From an optimization exercise on the open Yosys and OpenROAD flow, aimed at small area; shortcuts taken in it are not production practice. Function was checked by simulation only, so behaviour that the tests miss may differ from the original. No activity file was given, so power comes from the tool's default toggle rates.

Setup of the baseline:
==> flow/design.v <==
`timescale 1ns / 1ps
module sevenSeg(
    input clk,
    input rst,
    input clr,
    input inc,
    input seg_en,           
    output reg[6:0] seg,
    output[3:0] an,
    output reg[3:0] tens,   
    output reg[3:0] ones,
    output reg clr_p,       
    output reg inc_p
    );
    reg counter;         
    wire on = !(tens[3] && tens[2]);
    wire game_started = clr_p || on;
    wire upd = seg_en && game_started;
    always@(posedge clk)begin
        if(rst)begin
            tens[3:2] <= 2'b11;
            ones <= 4'd0;
            clr_p <= 0;
            counter <= 0;
        end
        else begin
            clr_p <= clr || (clr_p && !upd);
            if(upd)begin
                if(clr_p)begin
                    tens <= 4'd0;
                    ones <= 4'd0;
                end
                else if(inc_p)begin
                    if(ones == 4'd9)begin
                        ones <= 4'd0;
                        tens <= tens + 4'd1;
                    end
                    else
                        ones <= ones + 4'd1;
                end
                counter <= ~counter;
            end
        end
    end
    always@(posedge clk)
        inc_p <= inc || (inc_p && !upd);
    assign an = {2'b11, ~counter, ~(on & ~counter)};
    localparam [15:0] SEG0 = 16'h0012;
    localparam [15:0] SEG1 = 16'h0060;
    localparam [15:0] SEG2 = 16'h0004;
    localparam [15:0] SEG3 = 16'h0092;
    localparam [15:0] SEG4 = 16'h02ba;
    localparam [15:0] SEG5 = 16'h008e;
    localparam [15:0] SEG6 = 16'hfc83;
    wire[3:0] digit = counter ? tens : ones;
    always@(*)begin
        seg = {SEG6[digit], SEG5[digit], SEG4[digit], SEG3[digit], SEG2[digit], SEG1[digit], SEG0[digit]};
    end
endmodule
`timescale 1ns / 1ps
module simon(
    input clk,
    input rst,   
    input btnR,  
    input btnD,
    input btnU,
    input btnL,
    input btnC,
    output reg[3:0] led,
    output [6:0] seg,
    output [3:0] an
    );
    localparam START_STATE = 3'b000;
    localparam FAIL_STATE = 3'b001;
    localparam LED_STATE = 3'b010;
    localparam LAST_STATE = 3'b011;
    localparam INPUT_STATE = 3'b111;
    localparam [31:0] F25 = 32'hf0a00f0f;
    localparam [4:0] I25 = 5'd6;
    localparam [4:0] Z25 = 5'd22;
    reg[2:0] c8;
    reg[4:0] m25;
    wire tick = (m25 == Z25) && !c8[0];
    wire seg_en = (c8 == 3'd4);
    always@(posedge clk) begin
        if(rst)begin
            c8 <= 3'd0;
            m25 <= I25;
        end
        else begin
            c8 <= c8 + 3'd1;
            m25 <= {m25[3:0], F25[m25]};
        end
    end
    localparam [1:0] CU = 2'd0, CR = 2'd1, CD = 2'd2, CL = 2'd3;
    localparam [31:0] ROM0 = 32'h16957326;   
    localparam [31:0] ROM1 = 32'h5da65aab;
    function [3:0] onehot;      
        input [1:0] c;
        onehot = {c == CL, c == CD, c == CR, c == CU};
    endfunction
    reg[2:0] state;
    reg blink;
    reg[6:0] cc;            
    reg[6:0] th;            
    reg[1:0] prev;          
    reg btnC_next,btnR_next,btnL_next,btnD_next,btnU_next;
    wire[3:0] btn = {btnL_next, btnD_next, btnR_next, btnU_next};
    wire[3:0] sc_t, sc_1;
    wire sc_clr, sc_inc;
    wire[6:0] sc = {sc_t, 3'b000} + {sc_t, 1'b0} + sc_1;    
    wire pos0 = (cc == 7'd0);
    wire exc = pos0 || (cc[6:2] == 5'b11000);
    wire[1:0] cur = exc ? CU : {ROM1[cc[4:0]], ROM0[cc[4:0]]};
    wire at_score = sc_clr ? pos0 : (!sc_inc && cc == sc);
    wire h_zero = (th == 7'd0);
    reg[2:0] state_v;
    reg blink_v;
    reg[6:0] cc_v, th_v;
    reg[1:0] prev_v;
    reg[3:0] led_v;
    reg match, fail, inc;
    always@(*) begin
        state_v = state;
        blink_v = blink;
        cc_v = cc;
        th_v = th;
        prev_v = prev;
        led_v = led;
        match = 1'b0;
        fail = 1'b0;
        inc = 1'b0;
        if(btnC_next)begin
            cc_v = 7'd0;
            state_v = LED_STATE;
            if(tick)begin
                led_v = onehot(CU);
                cc_v = 7'd1;
                state_v = LAST_STATE;
            end
        end
        else if(state[2])begin
            led_v = 4'b0000;
            if(tick)begin
                if(h_zero && state[1:0] == 2'd2)
                    fail = 1'b1;
                if(state[1:0] == 2'd2)begin
                    state_v = 3'b100;
                    th_v = th - 7'd1;
                end
                else
                    state_v = {1'b1, state[1:0] + 2'd1};
            end
            match = |(btn & onehot(cur));
            if(|(btn & ~onehot(match ? cur : prev)))
                fail = 1'b1;
            if(match)
                prev_v = cur;
            if(match && at_score)begin
                inc = 1'b1;
                cc_v = 7'd0;
                state_v = (cc == 7'd99) ? FAIL_STATE : LED_STATE;
            end
            else begin
                if(match)
                    cc_v = cc + 7'd1;
                if(fail)
                    state_v = FAIL_STATE;
            end
        end
        else case(state[1:0])
        2'b00: begin
            if(tick)begin
                led_v = {~blink, blink, ~blink, blink};
                blink_v = ~blink;
            end
        end
        2'b10, 2'b11: begin
            if(tick)begin
                led_v = onehot(cur);
                if(state[0])begin
                    cc_v = 7'd0;
                    th_v = sc;
                    prev_v = CU;
                    state_v = INPUT_STATE;
                end
                else begin
                    cc_v = cc + 7'd1;
                    if(at_score)
                        state_v = LAST_STATE;
                end
            end
        end
        2'b01: begin
            state_v = START_STATE;
        end
        endcase
    end
    always@(posedge clk)begin
        if(rst)begin
            btnC_next <= 0;
            state <= START_STATE;
            blink <= 0;
            led <= 0;
        end
        else begin
            btnC_next <= btnC;
            state <= state_v;
            blink <= blink_v;
            led <= led_v;
        end
    end
    always@(posedge clk)begin
        cc <= cc_v;
        th <= th_v;
        prev <= prev_v;
        btnU_next <= btnU;
        btnD_next <= btnD;
        btnR_next <= btnR;
        btnL_next <= btnL;
    end
    sevenSeg an0(.clk(clk),.rst(rst),.clr(btnC_next),.inc(inc),.seg_en(seg_en),.seg(seg),.an(an),
                 .tens(sc_t),.ones(sc_1),.clr_p(sc_clr),.inc_p(sc_inc));
endmodule
==> flow/config.mk <==
export PLATFORM = sky130hd
export DESIGN_NAME = simon
export DESIGN_NICKNAME = simon
export VERILOG_FILES = /design/flow/design.v
export SDC_FILE = /design/flow/constraint.sdc
export NUM_CORES = 4
export LEC_CHECK = 0
export ABC_AREA = 1
export CAP_MARGIN = 20
export CORE_MARGIN = 2
export CORE_UTILIZATION = 65
export SLEW_MARGIN = 20
==> flow/constraint.sdc <==
create_clock -name core_clock -period 10.0 [get_ports {clk}]
set_input_delay 2.0000 -clock core_clock [delete_from_list [all_inputs] [get_ports {clk}]]
set_output_delay 2.0000 -clock core_clock [all_outputs]
set_load 0.01 [all_outputs]
standard.sh (not shown) runs the stock make flow with config.mk's settings and CLKGATE_MAP_FILE= SYNTH_SCRIPT=/design/flow/synth_recipe.tcl, a recipe that flattens the netlist after the stock synthesis.
==> flow/flow/run.sh <==
#!/bin/bash
# Layout flow: the standard layout (standard.sh) with these changes:
#  - synthesis maps the logic with an area-oriented ABC script (flow/abc.script,
#    deep synthesis with random seed @SEED@) and without Yosys's adder
#    extraction; it runs for eight seeds (four at a time) and keeps the
#    smallest netlist. The
#    synthesis steps are otherwise ORFS's, so the registers are the standard
#    synthesis's;
#  - the port buffers are buf_1 cells;
#  - clock tree synthesis uses clkbuf_8 buffers and no dummy loads.
set -euo pipefail
W=$PWD
best=""
bestarea=""
for s in 0 1 2 3 4 5 6 7; do
  rm -rf "$W/scripts_s$s" "$W/orfs_s$s"
  cp -r "$FLOW_HOME/scripts" "$W/scripts_s$s"
  sed "s/@SEED@/$s/" "$W/flow/abc.script" > "$W/scripts_s$s/abc_area.script"
  cp "$W/scripts_s$s/abc_area.script" "$W/scripts_s$s/abc_speed.script"
  sed "s#WORK_HOME=[^ ]*#WORK_HOME=$W/orfs_s$s#" standard.sh > "$W/standard_s$s.sh"
  (SCRIPTS_DIR="$W/scripts_s$s" ADDER_MAP_FILE= bash "$W/standard_s$s.sh" synth > "$W/synth_s$s.log" 2>&1) &
  if [[ $s == 3 ]]; then wait; fi
done
wait
for s in 0 1 2 3 4 5 6 7; do
  a=$(grep -h "Chip area for module" "$W/orfs_s$s/reports/$FLOW_PLATFORM/simon/base/synth_stat.txt" 2>/dev/null | awk '{print $NF}' || true)
  echo "seed $s: synthesized area $a" >> "$W/synth_choice.log"
  if [[ -z "$a" || ! -f "$W/orfs_s$s/results/$FLOW_PLATFORM/simon/base/1_synth.odb" ]]; then continue; fi
  if [[ -z "$bestarea" ]] || awk "BEGIN {exit !($a < $bestarea)}"; then best=$s; bestarea=$a; fi
done
echo "kept seed $best" >> "$W/synth_choice.log"
rm -rf "$W/orfs"
cp -a "$W/orfs_s$best" "$W/orfs"
export BUFFER_PORTS_ARGS="-buffer_cell sky130_fd_sc_hd__buf_1"
export CTS_ARGS="-buf_list sky130_fd_sc_hd__clkbuf_8 -sink_clustering_enable -repair_clock_nets -dont_use_dummy_load"
bash standard.sh > "$W/layout.log" 2>&1
==> flow/flow/abc.script <==
strash
&get -n
&deepsyn -T 60 -S @SEED@
&put
dch -f
amap
topo
In summary, the baseline completed successfully, with a layout that passed the timing, design-rule and antenna checks.
The inputs of the candidate differ from those of the baseline as listed below.
-- flow/flow/run.sh --
<<< the baseline, line 4
#    deep synthesis with random seed @SEED@) and without Yosys's adder
#    extraction; it runs for eight seeds (four at a time) and keeps the
#    smallest netlist. The
>>> the candidate, line 4
#    deep synthesis with random seed @SEED@) and without Yosys's adder
#    extraction; it runs for sixteen seeds (four at a time) and keeps the
#    smallest netlist. The
<<< the baseline, line 14
bestarea=""
for s in 0 1 2 3 4 5 6 7; do
  rm -rf "$W/scripts_s$s" "$W/orfs_s$s"
>>> the candidate, line 14
bestarea=""
for s in $(seq 0 15); do
  rm -rf "$W/scripts_s$s" "$W/orfs_s$s"
<<< the baseline, line 21
  (SCRIPTS_DIR="$W/scripts_s$s" ADDER_MAP_FILE= bash "$W/standard_s$s.sh" synth > "$W/synth_s$s.log" 2>&1) &
  if [[ $s == 3 ]]; then wait; fi
done
wait
for s in 0 1 2 3 4 5 6 7; do
  a=$(grep -h "Chip area for module" "$W/orfs_s$s/reports/$FLOW_PLATFORM/simon/base/synth_stat.txt" 2>/dev/null | awk '{print $NF}' || true)
>>> the candidate, line 21
  (SCRIPTS_DIR="$W/scripts_s$s" ADDER_MAP_FILE= bash "$W/standard_s$s.sh" synth > "$W/synth_s$s.log" 2>&1) &
  if (( s % 4 == 3 )); then wait; fi
done
wait
for s in $(seq 0 15); do
  a=$(grep -h "Chip area for module" "$W/orfs_s$s/reports/$FLOW_PLATFORM/simon/base/synth_stat.txt" 2>/dev/null | awk '{print $NF}' || true)
<<< the baseline, line 33
cp -a "$W/orfs_s$best" "$W/orfs"
export BUFFER_PORTS_ARGS="-buffer_cell sky130_fd_sc_hd__buf_1"
>>> the candidate, line 33
cp -a "$W/orfs_s$best" "$W/orfs"
for s in $(seq 0 15); do
  if [[ $s != "$best" ]]; then rm -rf "$W/orfs_s$s" "$W/scripts_s$s"; fi
done
export BUFFER_PORTS_ARGS="-buffer_cell sky130_fd_sc_hd__buf_1"
==> flow/flow/abc.script <==
strash
&get -n
&deepsyn -T 30 -S @SEED@
&put
dch -f
amap
topo
- In summary, the candidate completed successfully, with a layout that passed the timing, design-rule and antenna checks.
- In the tables for the baseline and the candidate, wire length on met1 reads higher with the candidate.
- Share of post-route cells with drive strength above 1: the candidate vs the baseline down 0.29 points
- Compared with the baseline, the candidate shows a higher number of distinct standard cells referenced by the synthesized netlist.
- The final area was comparable across the baseline and the candidate.
- Against the baseline, power consumed by combinational cells in the candidate fell by more than 10%.
- In the reports for the baseline and the candidate, the larger area overhead of the layout relative to synthesis belongs to the baseline.
- The baseline has a higher clock period minus final worst setup slack than the candidate.
- The final reports for the candidate and the baseline show setup slack higher in the former.
- Looking at net switching power of the design, the candidate sits 0.0074 mW lower than the baseline does.
- Re worst setup slack after placement: the baseline was higher than the candidate.
- The baseline and the candidate ended up with nearly the same filler-free cell count of the finished design.

re-timing with driven ports:
No port has a modelled driver above. Below, the same layouts with a new extraction and two added sets of constraints. Step 1 (the two cells are an assumption about what drives the block):
set clk [get_ports {clk}]
set_driving_cell -lib_cell sky130_fd_sc_hd__clkbuf_16 $clk
set_driving_cell -lib_cell sky130_fd_sc_hd__buf_2 [delete_from_list [all_inputs] $clk]
Step 2 adds t to the input delays and takes it off the output delays; t is the mean of the earliest and latest rising clock arrival at the registers after step 1. Input paths then give back, and output paths get back, about the clock's delay inside the block. a / b / c = ideal ports / drivers / drivers and shift; a / b = the first two.
| run | t, ns | setup WS [ns] | cell pins on the clock port's net |
|---|---|---|---|
| the baseline | 0.313 | 5.786 / 5.762 / 6.075 | 1 |
| the candidate | 0.321 | 5.796 / 5.770 / 6.020 | 1 |
After both steps every run listed still meets setup and hold.
